This is an optimization exercise on Yosys and OpenROAD, whose aim is small area, not a production implementation. In this exercise RTL edits were held to simulation tests only and were not proved equivalent to the original. No activity file was given, so power comes from the tool's default toggle rates.

[flow/config.mk]
export PLATFORM = sky130hd
export DESIGN_NAME = uart_fifo
export DESIGN_NICKNAME = uart_fifo
export VERILOG_FILES = /design/flow/design.v
export SDC_FILE = /design/flow/constraint.sdc
export NUM_CORES = 4
export LEC_CHECK = 0
export CAP_MARGIN = 20
export CORE_MARGIN = 2
export CORE_UTILIZATION = 60
export SLEW_MARGIN = 20
[flow/constraint.sdc]
create_clock -name core_clock -period 10.0 [get_ports {clk}]
set_input_delay 2.0000 -clock core_clock [delete_from_list [all_inputs] [get_ports {clk}]]
set_output_delay 2.0000 -clock core_clock [all_outputs]
set_load 0.01 [all_outputs]
[flow/design.v]
`timescale 1ns / 1ps
module uart_fifo(
    input clk,
    input reset,
    input uart_rx,
    output uart_tx,
    output [7:0] led
);
    reg ract;
    reg [3:0] rph;
    reg [3:0] rb;
    reg sb;                  
    reg rrdy, fwr;
    wire rsmp = ract & (rph == 4'd15);
    always @(posedge clk or posedge reset) begin
        if (reset) begin
            ract <= 1'b0;
            rrdy <= 1'b0;
            fwr <= 1'b0;
        end else begin
            rrdy <= rsmp & (rb == 4'd0);
            fwr <= rrdy;
            if (!ract) ract <= ~uart_rx;
            else if (rsmp & (rb == 4'd0)) ract <= 1'b0;
        end
    end
    always @(posedge clk) begin
        rph <= (!ract) ? 4'd0 : rph + 4'd1;
        if (!ract) rb <= 4'd7;
        else if (rsmp) rb <= rb + 4'd1;
        if (rsmp) sb <= uart_rx;
    end
    reg cnt;
    reg [3:0] pw, pr;
    reg busy;                
    reg [7:0] tl;
    wire rd = cnt & ~busy;
    reg [7:0] ring [0:15];
    wire [7:0] tap = ring[15];
    wire wbit = ract & rb[3] & (pw == 4'd15);    
    wire [7:0] wl = wbit ? (8'd1 << rb[2:0]) : 8'd0;
    integer i;
    always @(posedge clk) begin
        ring[0] <= (tap & ~wl) | ({8{sb}} & wl);
        for (i = 1; i < 16; i = i + 1) ring[i] <= ring[i-1];
    end
    always @(posedge clk or posedge reset) begin
        if (reset) begin
            cnt <= 1'b0;
            pw <= 4'd0;
            pr <= 4'd0;
        end else begin
            cnt <= ~rd & (cnt | fwr);
            pw <= pw + 4'd1 + {3'd0, fwr};
            pr <= pr + 4'd1 + {3'd0, rd};
        end
    end
    reg [7:0] nxt;
    wire [7:0] cl = (~cnt & (pw == pr)) ? wl : 8'd0;
    wire fetch = busy & (tl[7:4] == 4'd6) & (pr == 4'd15);
    always @(posedge clk) begin
        if (fetch) nxt <= (tap & ~cl) | ({8{sb}} & cl);
        else nxt <= (nxt & ~cl) | ({8{sb}} & cl);
    end
    reg [7:0] dout;
    always @(posedge clk or posedge reset) begin
        if (reset) dout <= 8'd0;
        else if (rd) dout <= nxt;
    end
    reg flag;                
    reg pre;                 
    reg tx;
    always @(posedge clk or posedge reset) begin
        if (reset) busy <= 1'b0;
        else busy <= rd | (busy & ~(tl == 8'hff));
    end
    always @(posedge clk) tl <= rd ? 8'h5f : tl + 8'd1;
    wire [2:0] lane = tl[6:4] + 3'd1;
    wire nb = (pw == {3'd0, flag}) ? tap[lane] : pre;
    always @(posedge clk) begin
        if (busy & (tl == 8'h5f)) flag <= 1'b0;
        else if (fwr) flag <= 1'b1;
        pre <= nb;
    end
    always @(posedge clk or posedge reset) begin
        if (reset) tx <= 1'b1;
        else if (busy & (tl[3:0] == 4'd15) & (tl[7] | tl[5]))
            tx <= (tl[7:4] == 4'd6) ? 1'b0 : (tl[7:4] == 4'd15) ? 1'b1 : nb;
    end
    assign uart_tx = tx;
    assign led = dout;
endmodule
[flow/flow/run.sh]
#!/bin/bash
# Standard layout, with the clock tree built without dummy loads and from
# clkbuf_8 cells, and ports buffered with buf_1.
set -o pipefail
export CTS_ARGS="-sink_clustering_enable -repair_clock_nets -dont_use_dummy_load -buf_list sky130_fd_sc_hd__clkbuf_8"
export BUFFER_PORTS_ARGS="-buffer_cell sky130_fd_sc_hd__buf_1"
bash standard.sh > standard.log 2>&1
[flow/standard.sh]
#!/bin/bash
# synth_recipe.tcl (not shown) runs the flow's synth.tcl, then flattens the netlist and writes it again
# the make line also repeats each setting of config.mk as NAME=value (left out here)
make -C /OpenROAD-flow-scripts/flow DESIGN_CONFIG=/design/flow/config.mk WORK_HOME=/design/flow/orfs CLKGATE_MAP_FILE= SYNTH_SCRIPT=/design/flow/synth_recipe.tcl "${@:-finish}"
==> results.py <==
metrics = {
    "yosys": {
        "synth.area.top_cells": "dfxtp_1, dfrtp_1, edfxtp_1, nand2_1, ha_1",
        "synth_cells": 372,
        "yosysUniqueCellTypes": 39,
        "ys_ff_latch": 177,
        "synth_largest_area_cell": "dfxtp_1",
        "async_flop_share_pct": 12.4,
        "yosysTopAreaCellShare_pct": 58.1,
        "yosysSeqAreaShare_pct": 74.4,
        "synth_common_cells": "dfxtp_1, nand2_1, dfrtp_1",
        "synth_ff_type": "dfxtp_1",
        "ys_warn_count": 2,
        "synth.most_common_cell": "dfxtp_1",
        "syn_nets": 390,
        "syn_area_per_cell_um2": 13.5,
        "synth_edf_count": 9,
        "synth.cell_area_um2": 5030,
    },
    "power_and_ir_drop": {
        "p_leak_nw": 2.37,
        "vdd_ir_drop_max_mv": 0.198,
        "p_seq_share_pct": 62.8,
        "power.switching_w": 0.000304,
        "swShare_pct": 24.5,
        "p_per_area_nw_per_um2": 229,
        "intPower_w": 0.000937,
        "combPwrFrac_pct": 9.0,
        "power_frac_clock_pct": 28.2,
    },
    "timing": {
        "tightest_slew_ns": 0.861,
        "max_freq_mhz": 325,
        "holdWs_ns": 0.299,
        "max_slew_margin_pct": 42.6,
        "setup_violations": 0,
        "finalMaxSlewViolations": 0,
        "finalHoldViolCount": 0,
        "fin_worst_skew_ns": 0.0525,
        "rsz0062_at_grt": "no",
        "finalCriticalPeriod_ns": 3.08,
        "fin_crit_sh_pct": 30.8,
        "tns_ns": 0,
    },
    "clocking": {
        "cts_max_level": 4,
        "clk_latency_ns": 0.45,
        "tritoncts": "done",
        "post-cts-setup-buffers": 0,
        "cts-hold-fix-buffers": 0,
        "cts_buffer_depth": 2,
        "root_buffer": "clkbuf_8",
        "cts_sinks": 177,
        "cts_resized": 0,
        "cts-buffers-inserted": 17,
        "clk_pin_slew_ns": 0.09,
    },
    "layout": {
        "syn2layout_area_growth_pct": 7.75,
        "fin_util_pct": 66.4,
        "drive_above_1_share_pct": 9.34,
        "antennaDiodeCount": 0,
        "nets": 416,
    },
    "worst_setup_path": {
        "slowest_delay_ns": 0.53,
        "startpoint_type": "flip-flop",
        "required_ns": 8.00,
        "cp-end-kind": "output port",
        "critPathKind": "reg -> out",
        "cp.buffers_inverters": 1,
        "path_max_fanout": 2,
        "worstPathArrival_ns": 1.08,
        "crit_path_cell_trace": "buf_1",
        "crit_family": "flip-flops",
        "cp_slowest_cell": "dfstp_2",
    },
    "detailed_routing": {
        "first_iter_violations": 93,
        "wl_per_cell_um": 14.0,
        "drt_first_pass_iters": 4,
        "viasPerCell": 4.88,
        "drc": 0,
        "vias": 2447,
        "wl_mm": 7.00,
        "ant_nets": 0,
    },
    "die": {
        "fp.dieH_um": 95.6,
        "io_pins": 12,
        "rows": 33,
        "dieArea_um2": 9140,
        "fp.dieW_um": 95.6,
        "start_util_pct": 61.6,
        "core-area_um2": 8180,
    },
    "placed_design": {
        "io_buffers": 11,
        "gp_congestion": 0.786,
        "hpwl_mm": 4.68,
    },
    "global_routing": {
        "gr-usage-all-layers_pct": 17.6,
        "grt_pass1_wl_mm": 11.8,
        "grt_pass1_vias": 2444,
        "antenna_found_initial": 0,
        "grt_max_degree": 23,
        "grt-ovfl-total": 0,
    },
    "worst_hold_path": {
        "hold_class": "reg -> reg",
    },
    "run_status": {
        "status": "finished clean",
    },
    "flow_run": {
        "cap_violations": 0,
    },
}
==> per-layer routing <==
layer / part of all wire, % / vias up / GRT usage, %
li1: - / 1255 / -
met1: 49 / 1140 / 23.2
met2: 46 / 43 / 27.3
met3: 3.7 / 9 / 4.74
met4: 1.4 / 0 / 7.86
met5: 0 / - / 0
==> registers in the layout, summed over array words and instances (netlist names), 4 cells and up, named ones only <==
name  flops
ring    128
dout      8
tl        8
pr        4
pw        4
rb        4
rph       4
==> worst paths after layout <==
check	depth (start not counted)	endpoint	from	slack (ns)
worst max-delay path	1	uart_tx	tx$_DFFE_PP1P_	6.92
worst min-delay path	0	ring[6][1]$_DFF_P_	ring[5][1]$_DFF_P_	0.30
worst max register to register	6	pr[2]$_DFF_PP0_	busy$_DFF_PP0_	7.86
worst min register to register	0	ring[6][1]$_DFF_P_	ring[5][1]$_DFF_P_	0.30
max in group asynchronous	2	pr[3]$_DFF_PP0_	reset	7.72
min in group asynchronous	2	dout[5]$_DFFE_PP0P_	reset	1.71
==> placed cells by master, fill, tap and decap left out, types with 8 or more instances in the layout <==
cell type / count
dfxtp_1: 146
nand2_1: 61
dfrtp_1: 21
inv_1: 17
clkbuf_8: 17
ha_1: 15
nor2_1: 14
xor2_1: 12
buf_1: 11
nand4_1: 10
mux2i_1: 9
mux2_2: 9
edfxtp_1: 9
xnor2_1: 8
==> cell type report <==
cell class | count | area [um^2]
Clock buffer | 17 | 234
Fill cell | 634 | 2750
Inverter | 17 | 63.8
Multi-Input combinational cell | 174 | 1210
Sequential cell | 177 | 3740
Tap cell | 105 | 131
Timing Repair Buffer | 11 | 41.3
==> through the flow <==
stage	power [W]	cell area, um^2	cells	setup slack (ns)
finish	0.00124	5430	501	6.92
global route	0.00129	5430	501	6.88
CTS	0.00125	5430	501	6.90
detailed placement	0.000907	5190	484	7.23
global placement	0.000901	5190	484	7.27
floorplan	0.000873	5030	372	7.47
==> power groups by stage <==
| stage | clock [W] | combinational [W] | sequential (W) |
|---|---|---|---|
| final | 0.000350 | 0.000111 | 0.000780 |
| after global routing | 0.000384 | 0.000126 | 0.000785 |
| after CTS | 0.000361 | 0.000113 | 0.000780 |
| after detailed placement | 0 | 0.000112 | 0.000795 |
| after global placement | 0 | 0.000107 | 0.000794 |
| after floorplan | 0 | 0.0000879 | 0.000786 |
==> cell families after synthesis <==
| family | Yosys count | share of synthesized area [%] |
|---|---|---|
| buffers and inverters | 21 | 1.59 |
| flip-flops | 177 | 74.4 |
| multiplexers | 20 | 4.70 |
| AND/OR/NAND/NOR | 109 | 10.8 |
| adder cells (fa/ha/maj) | 15 | 3.73 |
| AO/OA/AOI/OAI | 10 | 1.34 |
| XOR/XNOR | 20 | 3.48 |

afterwards: timing with drivers on the ports:
Ports are ideal in the flow. The routed layout listed here was re-timed in OpenROAD. Step 1 assumes that a clkbuf_16 drives the clock port and a buf_2 every other input. Step 2 moves the port delays by t, midway between the first and last clock arrival at a register: inputs arrive t later, outputs are due t later. That takes back most of the time a late clock gives input paths. Slacks: no drivers / after step 1 / after step 2; pairs: no drivers / after step 1.
t, ns: 0.454
setup slack, ns: 6.919 / 6.888 / 7.277
slew at the worst register clock pin (ns): 0.10 / 0.10
worst data-port slew with drivers (ns): 0.03
After both steps setup and hold are still met in this run. For this run, drivers alone change the setup slack by -0.031 ns; drivers and shift together by +0.358 ns. Setup slack includes reset recovery checks.
